This design comes from an exercise in tuning for small area, a short achievable clock period and few clock cycles per item on the open sky130 flow, not from production work.
Function not checked in this run: the RTL went through the layout flow alone.
No activity file was given, so power comes from the tool's default toggle rates.

==> flow/design.v <==
`timescale 1ns / 1ps
module attention_microkernel_engine #(
    parameter int unsigned XLEN      = 32,
    parameter int unsigned MAX_K     = 256,   
    parameter int unsigned WORD_ELEMS = 4     
) (
    input  logic                   clk_i,
    input  logic                   rst_ni,
    input  logic                   cfg_valid_i,
    input  logic [$clog2(MAX_K+1)-1:0] cfg_k_i,
    input  logic signed [15:0]      cfg_scale_i,
    input  logic [3:0]             cfg_shift_i,
    input  logic signed [31:0]      cfg_clip_min_i,
    input  logic signed [31:0]      cfg_clip_max_i,
    input  logic                   cfg_enable_scale_i,
    input  logic                   cfg_enable_clip_i,
    input  logic                   load_q_valid_i,
    input  logic [$clog2((MAX_K+WORD_ELEMS-1)/WORD_ELEMS)-1:0] load_q_idx_i,
    input  logic [31:0]            load_q_word_i,
    input  logic                   load_k_valid_i,
    input  logic [$clog2((MAX_K+WORD_ELEMS-1)/WORD_ELEMS)-1:0] load_k_idx_i,
    input  logic [31:0]            load_k_word_i,
    input  logic                   start_i,
    output logic                   busy_o,
    output logic                   done_o,
    output logic                   result_valid_o,
    output logic signed [31:0]      result_o
);
  localparam int unsigned MAX_WORDS = (MAX_K + WORD_ELEMS - 1) / WORD_ELEMS;
  localparam int unsigned WORD_W    = $clog2(MAX_WORDS);
  localparam int unsigned CNT_W     = WORD_W + 1;
  localparam int unsigned K_W       = $clog2(MAX_K+1);
  localparam int unsigned ACC_W     = 24;
  logic                in_qv, in_kv, in_start;
  logic [WORD_W-1:0]   in_qi, in_ki;
  logic [31:0]         in_qw, in_kw;
  always_ff @(posedge clk_i or negedge rst_ni) begin
    if (!rst_ni) begin
      in_qv    <= 1'b0;
      in_kv    <= 1'b0;
      in_start <= 1'b0;
    end else begin
      in_qv    <= load_q_valid_i;
      in_kv    <= load_k_valid_i;
      in_start <= start_i;
    end
  end
  always_ff @(posedge clk_i) begin
    in_qi <= load_q_idx_i;
    in_qw <= load_q_word_i;
    in_ki <= load_k_idx_i;
    in_kw <= load_k_word_i;
  end
  logic [CNT_W-1:0]    nw_q;        
  logic signed [15:0]  scale_q;
  logic [3:0]          shift_q;
  logic signed [31:0]  clip_min_q, clip_max_q;
  logic                en_scale_q, en_clip_q;
  logic [CNT_W-1:0]    cfg_nw;
  always_comb begin
    if (cfg_k_i > K_W'(MAX_K)) cfg_nw = CNT_W'(MAX_WORDS);
    else cfg_nw = CNT_W'((cfg_k_i + K_W'(WORD_ELEMS-1)) / WORD_ELEMS);
  end
  always_ff @(posedge clk_i or negedge rst_ni) begin
    if (!rst_ni) begin
      nw_q       <= '0;
      en_scale_q <= 1'b0;
      en_clip_q  <= 1'b0;
    end else if (cfg_valid_i) begin
      nw_q       <= cfg_nw;
      en_scale_q <= cfg_enable_scale_i;
      en_clip_q  <= cfg_enable_clip_i;
    end
  end
  always_ff @(posedge clk_i) begin
    if (cfg_valid_i) begin
      scale_q    <= cfg_scale_i;
      shift_q    <= cfg_shift_i;
      clip_min_q <= cfg_clip_min_i;
      clip_max_q <= cfg_clip_max_i;
    end
  end
  logic [MAX_WORDS-1:0][31:0] q_mem, k_mem;
  logic [MAX_WORDS-1:0]       q_vld, k_vld;
  always_ff @(posedge clk_i) begin
    if (in_qv) q_mem[in_qi] <= in_qw;
    if (in_kv) k_mem[in_ki] <= in_kw;
  end
  always_ff @(posedge clk_i or negedge rst_ni) begin
    if (!rst_ni) begin
      q_vld <= '0;
      k_vld <= '0;
    end else begin
      if (in_qv) q_vld[in_qi] <= 1'b1;
      if (in_kv) k_vld[in_ki] <= 1'b1;
    end
  end
  logic [CNT_W-1:0]  cov_q, cov_eff, cov_d;
  logic              restart, ext;
  logic [WORD_W-1:0] rd_idx;
  logic [31:0]       q_rd, k_rd, q_0, k_0, q_op, k_op;
  logic              pend_q, pend_now, tok;
  assign q_rd = q_mem[cov_q[WORD_W-1:0]] & {32{q_vld[cov_q[WORD_W-1:0]]}};
  assign k_rd = k_mem[cov_q[WORD_W-1:0]] & {32{k_vld[cov_q[WORD_W-1:0]]}};
  assign q_0  = q_mem[0] & {32{q_vld[0]}};
  assign k_0  = k_mem[0] & {32{k_vld[0]}};
  always_comb begin
    restart = (in_qv && {1'b0, in_qi} < cov_q) ||
              (in_kv && {1'b0, in_ki} < cov_q) ||
              (cov_q > nw_q);
    cov_eff = restart ? '0 : cov_q;
    ext     = cov_eff < nw_q;
    rd_idx  = cov_eff[WORD_W-1:0];
    if (in_qv && in_qi == rd_idx) q_op = in_qw;
    else q_op = restart ? q_0 : q_rd;
    if (in_kv && in_ki == rd_idx) k_op = in_kw;
    else k_op = restart ? k_0 : k_rd;
    cov_d    = cov_eff + CNT_W'(ext);
    pend_now = pend_q | in_start;
    tok      = pend_now && (cov_d == nw_q);
  end
  logic        op_v, op_clr, op_tok;
  logic [31:0] op_q, op_k;
  always_ff @(posedge clk_i or negedge rst_ni) begin
    if (!rst_ni) begin
      cov_q  <= '0;
      pend_q <= 1'b0;
      op_v   <= 1'b0;
      op_clr <= 1'b0;
      op_tok <= 1'b0;
    end else begin
      cov_q  <= cov_d;
      pend_q <= pend_now & ~tok;
      op_v   <= ext;
      op_clr <= restart;
      op_tok <= tok;
    end
  end
  always_ff @(posedge clk_i) begin
    op_q <= q_op;
    op_k <= k_op;
  end
  logic signed [17:0] dot4, dot_q;
  logic               dot_v, dot_clr, dot_tok;
  always_comb begin
    logic signed [7:0]  qa, kb;
    logic signed [15:0] pr;
    dot4 = '0;
    for (int b = 0; b < 4; b++) begin
      qa   = op_q[8*b +: 8];
      kb   = op_k[8*b +: 8];
      pr   = qa * kb;
      dot4 = dot4 + 18'(pr);
    end
  end
  always_ff @(posedge clk_i or negedge rst_ni) begin
    if (!rst_ni) begin
      dot_v   <= 1'b0;
      dot_clr <= 1'b0;
      dot_tok <= 1'b0;
    end else begin
      dot_v   <= op_v;
      dot_clr <= op_clr;
      dot_tok <= op_tok;
    end
  end
  always_ff @(posedge clk_i) begin
    dot_q <= dot4;
  end
  logic signed [ACC_W-1:0] acc_q;
  logic                    acc_tok;
  always_ff @(posedge clk_i or negedge rst_ni) begin
    if (!rst_ni) begin
      acc_q   <= '0;
      acc_tok <= 1'b0;
    end else begin
      acc_q   <= (dot_clr ? '0 : acc_q) + (dot_v ? ACC_W'(dot_q) : '0);
      acc_tok <= dot_tok;
    end
  end
  logic signed [ACC_W+15:0] prod_q;
  logic                     prod_tok;
  always_ff @(posedge clk_i) begin
    prod_q <= acc_q * scale_q;
  end
  always_ff @(posedge clk_i or negedge rst_ni) begin
    if (!rst_ni) prod_tok <= 1'b0;
    else prod_tok <= acc_tok;
  end
  logic signed [31:0] res_q;
  logic               done_q, busy_q;
  always_ff @(posedge clk_i) begin
    logic signed [ACC_W+15:0] sh;
    logic signed [31:0] tmp;
    if (en_scale_q) begin
      sh  = prod_q >>> (8 + shift_q);
      tmp = 32'(sh);
    end else begin
      tmp = {{(32-ACC_W){acc_q[ACC_W-1]}}, acc_q};
    end
    if (en_clip_q) begin
      if (tmp > clip_max_q) tmp = clip_max_q;
      else if (tmp < clip_min_q) tmp = clip_min_q;
    end
    res_q <= tmp;
  end
  always_ff @(posedge clk_i or negedge rst_ni) begin
    if (!rst_ni) begin
      done_q <= 1'b0;
      busy_q <= 1'b0;
    end else begin
      done_q <= prod_tok;
      busy_q <= start_i | (busy_q & ~done_q);
    end
  end
  assign busy_o         = busy_q;
  assign done_o         = done_q;
  assign result_valid_o = done_q;
  assign result_o       = res_q;
endmodule
==> flow/run.sh <==
#!/bin/bash
# synth_recipe.tcl (not shown) runs the flow's synth.tcl, then flattens the netlist and writes it again
# the make line also repeats each setting of config.mk as NAME=value (left out here)
make -C /OpenROAD-flow-scripts/flow DESIGN_CONFIG=/design/flow/config.mk WORK_HOME=/design/flow/orfs CLKGATE_MAP_FILE= SYNTH_SCRIPT=/design/flow/synth_recipe.tcl finish
==> flow/config.mk <==
export PLATFORM = sky130hd
export DESIGN_NAME = attention_microkernel_engine
export DESIGN_NICKNAME = attention_microkernel_engine
export VERILOG_FILES = /design/flow/design.v
export SDC_FILE = /design/flow/constraint.sdc
export NUM_CORES = 4
export LEC_CHECK = 0
export CAP_MARGIN = 20
export CORE_MARGIN = 2
export CORE_UTILIZATION = 40
export SLEW_MARGIN = 20
==> flow/constraint.sdc <==
create_clock -name core_clock -period 17.0 [get_ports {clk_i}]
set_input_delay 3.4000 -clock core_clock [delete_from_list [all_inputs] [get_ports {clk_i}]]
set_output_delay 3.4000 -clock core_clock [all_outputs]
set_load 0.01 [all_outputs]
==> summary.txt <==
==> per-stage QoR <==
step,util [%],instances,TNS [ns],total power (uW),setup slack (ns)
after floorplan,-,16200,-7.54,35400,-1.64
after global placement,41.8,23700,0,42800,9.79
after detailed placement,41.8,23700,0,43000,9.75
after CTS,44.5,24700,0,54400,9.76
after global routing,44.5,24700,0,57900,9.35
final,44.5,24700,0,54100,9.81
==> layer usage <==
layer  up-vias  track usage, %  share of wire (%)
met4        24            7.23                3.3
met3      1285            4.92                9.7
met1     81900            35.0                 42
met2      7605            36.4                 45
li1      62000               -                  -
met5         -               0              0.021
==> power by group through the flow <==
stage,registers (uW),logic (uW),clock network [uW]
final,14600,28200,11200
after CTS,14600,28400,11400
after floorplan,14700,20700,0
after global routing,14700,31400,11800
after detailed placement,14800,28200,0
after global placement,14800,28000,0
==> logic make-up (layout without fill, tap and decap cells) <==
kind of cell,after synthesis,count (layout),synth area share (%)
compound gates,1806,1806,5.39
simple gates,1942,1942,3.46
mux,4346,4346,26.0
fa+ha+maj,1005,1005,7.12
xor+xnor,120,120,0.427
other cells,0,66,0
buf+inv,2417,2542,3.75
flops,4584,4584,53.9
==> critical path, stage by stage (launching register included) <==
cell	delay [ns]
edfxtp_1	0.65
buf_4	0.32
nand2_1	0.11
fa_1	0.55
inv_1	0.06
fa_1	0.54
inv_1	0.06
fa_1	0.50
inv_1	0.06
fa_1	0.55
inv_1	0.05
fa_1	0.48
inv_1	0.05
fa_1	0.43
ha_1	0.36
a21o_1	0.18
a21o_1	0.23
a21oi_1	0.16
o31ai_1	0.17
a32o_1	0.29
a211oi_1	0.45
o21ai_0	0.24
a21oi_1	0.29
o21ai_0	0.14
xor2_1	0.15
==> layout make-up <==
class | instances | area [um^2]
well taps | 8322 | 10400
multi-input cells | 9219 | 106000
clock inverters | 234 | 2120
diodes | 66 | 165
flip-flops and latches | 4584 | 135000
clock buffers | 722 | 14500
fillers | 55100 | 345000
repair buffers | 629 | 5510
inverters | 957 | 3600
==> worst paths after layout <==
check | from | to | cells past startpoint
max | scale_q[1] | prod_q[32] | 24
min in group asynchronous | rst_ni | en_scale_q | 1
min reg2reg | op_v | dot_v | 0
min | op_v | dot_v | 0
max reg2reg | scale_q[1] | prod_q[32] | 24
max in group asynchronous | rst_ni | in_qv | 2
==> state kept, by name, summed over array words and instances, names as in the netlist, 4 cells and up <==
signal and count:
clip_max_q 32, cov_q 7, dot_q 18, k_mem 2048, k_vld 64, in_qw 32
shift_q 4, q_vld 64, res_q 32, op_k 32, scale_q 16, acc_q 24
prod_q 32, nw_q 7, in_kw 32, clip_min_q 32, q_mem 2048, in_ki 6
in_qi 6, op_q 32
==> Yosys cell counts, drive strengths merged (15+ instances only) <==
cell type     n  area, um^2
a211oi       17         128
a21o         47         353
a21oi        69         345
a22o        346        3030
a32o        435        4350
and2        305        1910
buf         456        2000
clkbuf     1004        3770
dfrtp       182        4550
dfxtp       222        4440
edfxtp     4180      126000
fa          692       13900
ha          313        3920
inv         952        3570
mux2       2910       32800
mux2i        28         280
mux4       1408       31700
nand2      1144        4290
nand2b       30         188
nand3        79         395
nand4        21         131
nor2        209         785
nor2b        46         288
nor3         47         240
nor4         15        93.8
o211ai       39         293
o21a         24         180
o21ai       627        3140
o21bai      106         796
xnor2        87         762
xor2         32         280
==> qor.yml <==
outcome: "complete, no violations"
wl_per_cell_um: 31.6
hp-class: "reg2reg"
grt_max_degree: 182
dr_total_vias: 153000
mostFrequentLayoutCell: "edfxtp_1"
ioPinCount: 212
synth_cell_types: 72
cellLeakagePower_uw: 0.101
drt_pass1_iterations: 6
cts_hold_repair.buffers: 0
cts_resized: 0
setup_viol: 0
cts_tree: "built"
yosysSeqAreaShare_pct: 53.9
drc: 0
nNetsFinal: 17100
fin_hold_ws_ns: 0.353
postCtsSetupRepairBufs: 0
rsz0062_at_grt: "no"
slew_headroom_pct: 16.9
place_congestion: 0.860
fin_crit_ns: 7.19
clkPwrFrac_pct: 20.8
numCtsBuffers: 532
critical_path_class: "reg2reg"
cts_root_buf: "clkbuf_16"
drive_gt1_share_pct: 34.6
cts_buffer_depth: 4
area_delta_synth_final_pct: 11.1
grt_usage_pct: 24.1
worstMarginPinSlew_ns: 1.25
rrSetupSlack_ns: 9.81
synth_fp_nets: 17400
swShare_pct: 39.3
ys_async_sr_fraction_pct: 3.97
final_cell_mix: "4180 x edfxtp_1, 2850 x mux2_2, 1408 x mux4_2"
cap_violations: 0
initial_utilization_pct: 40.1
wl_mm: 781
first_global_vias: 150000
cp-start-kind: "flop"
synth_cells: 16200
pwr-share-comb_pct: 52.2
rows: 290
dpl-instance-area_mm2: 0.261
synth_flop_cell: "edfxtp_1"
coreArea_mm2: 0.623
cts_max_level: 6
synth_edf_count: 4180
design_area_mm2: 0.277
fin_crit_sh_pct: 42.3
setup.worst_path.end_class: "flop"
postRouteAntennaNets: 0
avgViaCountPerCell: 6.18
p_sw_uw: 21200
required_ns: 18.00
io_buffers: 211
ys.warnings.count: 1
power.density_mw_per_mm2: 195
slew_viol_final: 0
clkLatencyLatePin_ns: 1.12
synth-seq-cells: 4584
syn-cell-area_mm2: 0.250
crit_path_max_fanout: 14
finalHoldViolCount: 0
antenna_found_initial: 78
fmax_mhz: 139
irDropWorstVdd_mv: 0.996
hpwlAfterDp_mm: 456
critical_path_arrival_ns: 8.19
grt.overflow.total: 0
clkTransAtPathRegs_ns: 0.06
skew_ns: 0.0824
die_x_um: 794
clkSinkCount: 4584
first_iter_violations: 20200
grt_pass1_wl_mm: 1120
p_int_uw: 32800
power_frac_seq_pct: 27.0
die_y_um: 794
dieArea_mm2: 0.630
synth_area_per_cell_um2: 15.4

[re-timing with driven ports]
No port has a modelled driver above. Below, the same layout with a new extraction and two added sets of constraints. Step 1 sets driving cells, clkbuf_16 on the clock port and buf_2 on the other inputs (assumed; they add their load-dependent delay and slew). Step 2 adds t to the input delays and takes it off the output delays; t is the mean of the earliest and latest rising clock arrival at the registers after step 1. Input paths then give back, and output paths get back, about the clock's delay inside the block. a / b / c = no drivers / after step 1 / after step 2; a / b = the first two.
t (ns): 1.218
setup slack, ns: 9.807 / 9.807 / 9.807
hold WS [ns]: 0.353 / 0.353 / 0.353
worst setup path at the end: register to register
slew at the worst register clock pin (ns): 0.08 / 0.08
After both steps setup and hold are still met in this run. For this run, drivers alone change the setup slack by 0.000 ns; drivers and shift together by 0.000 ns.
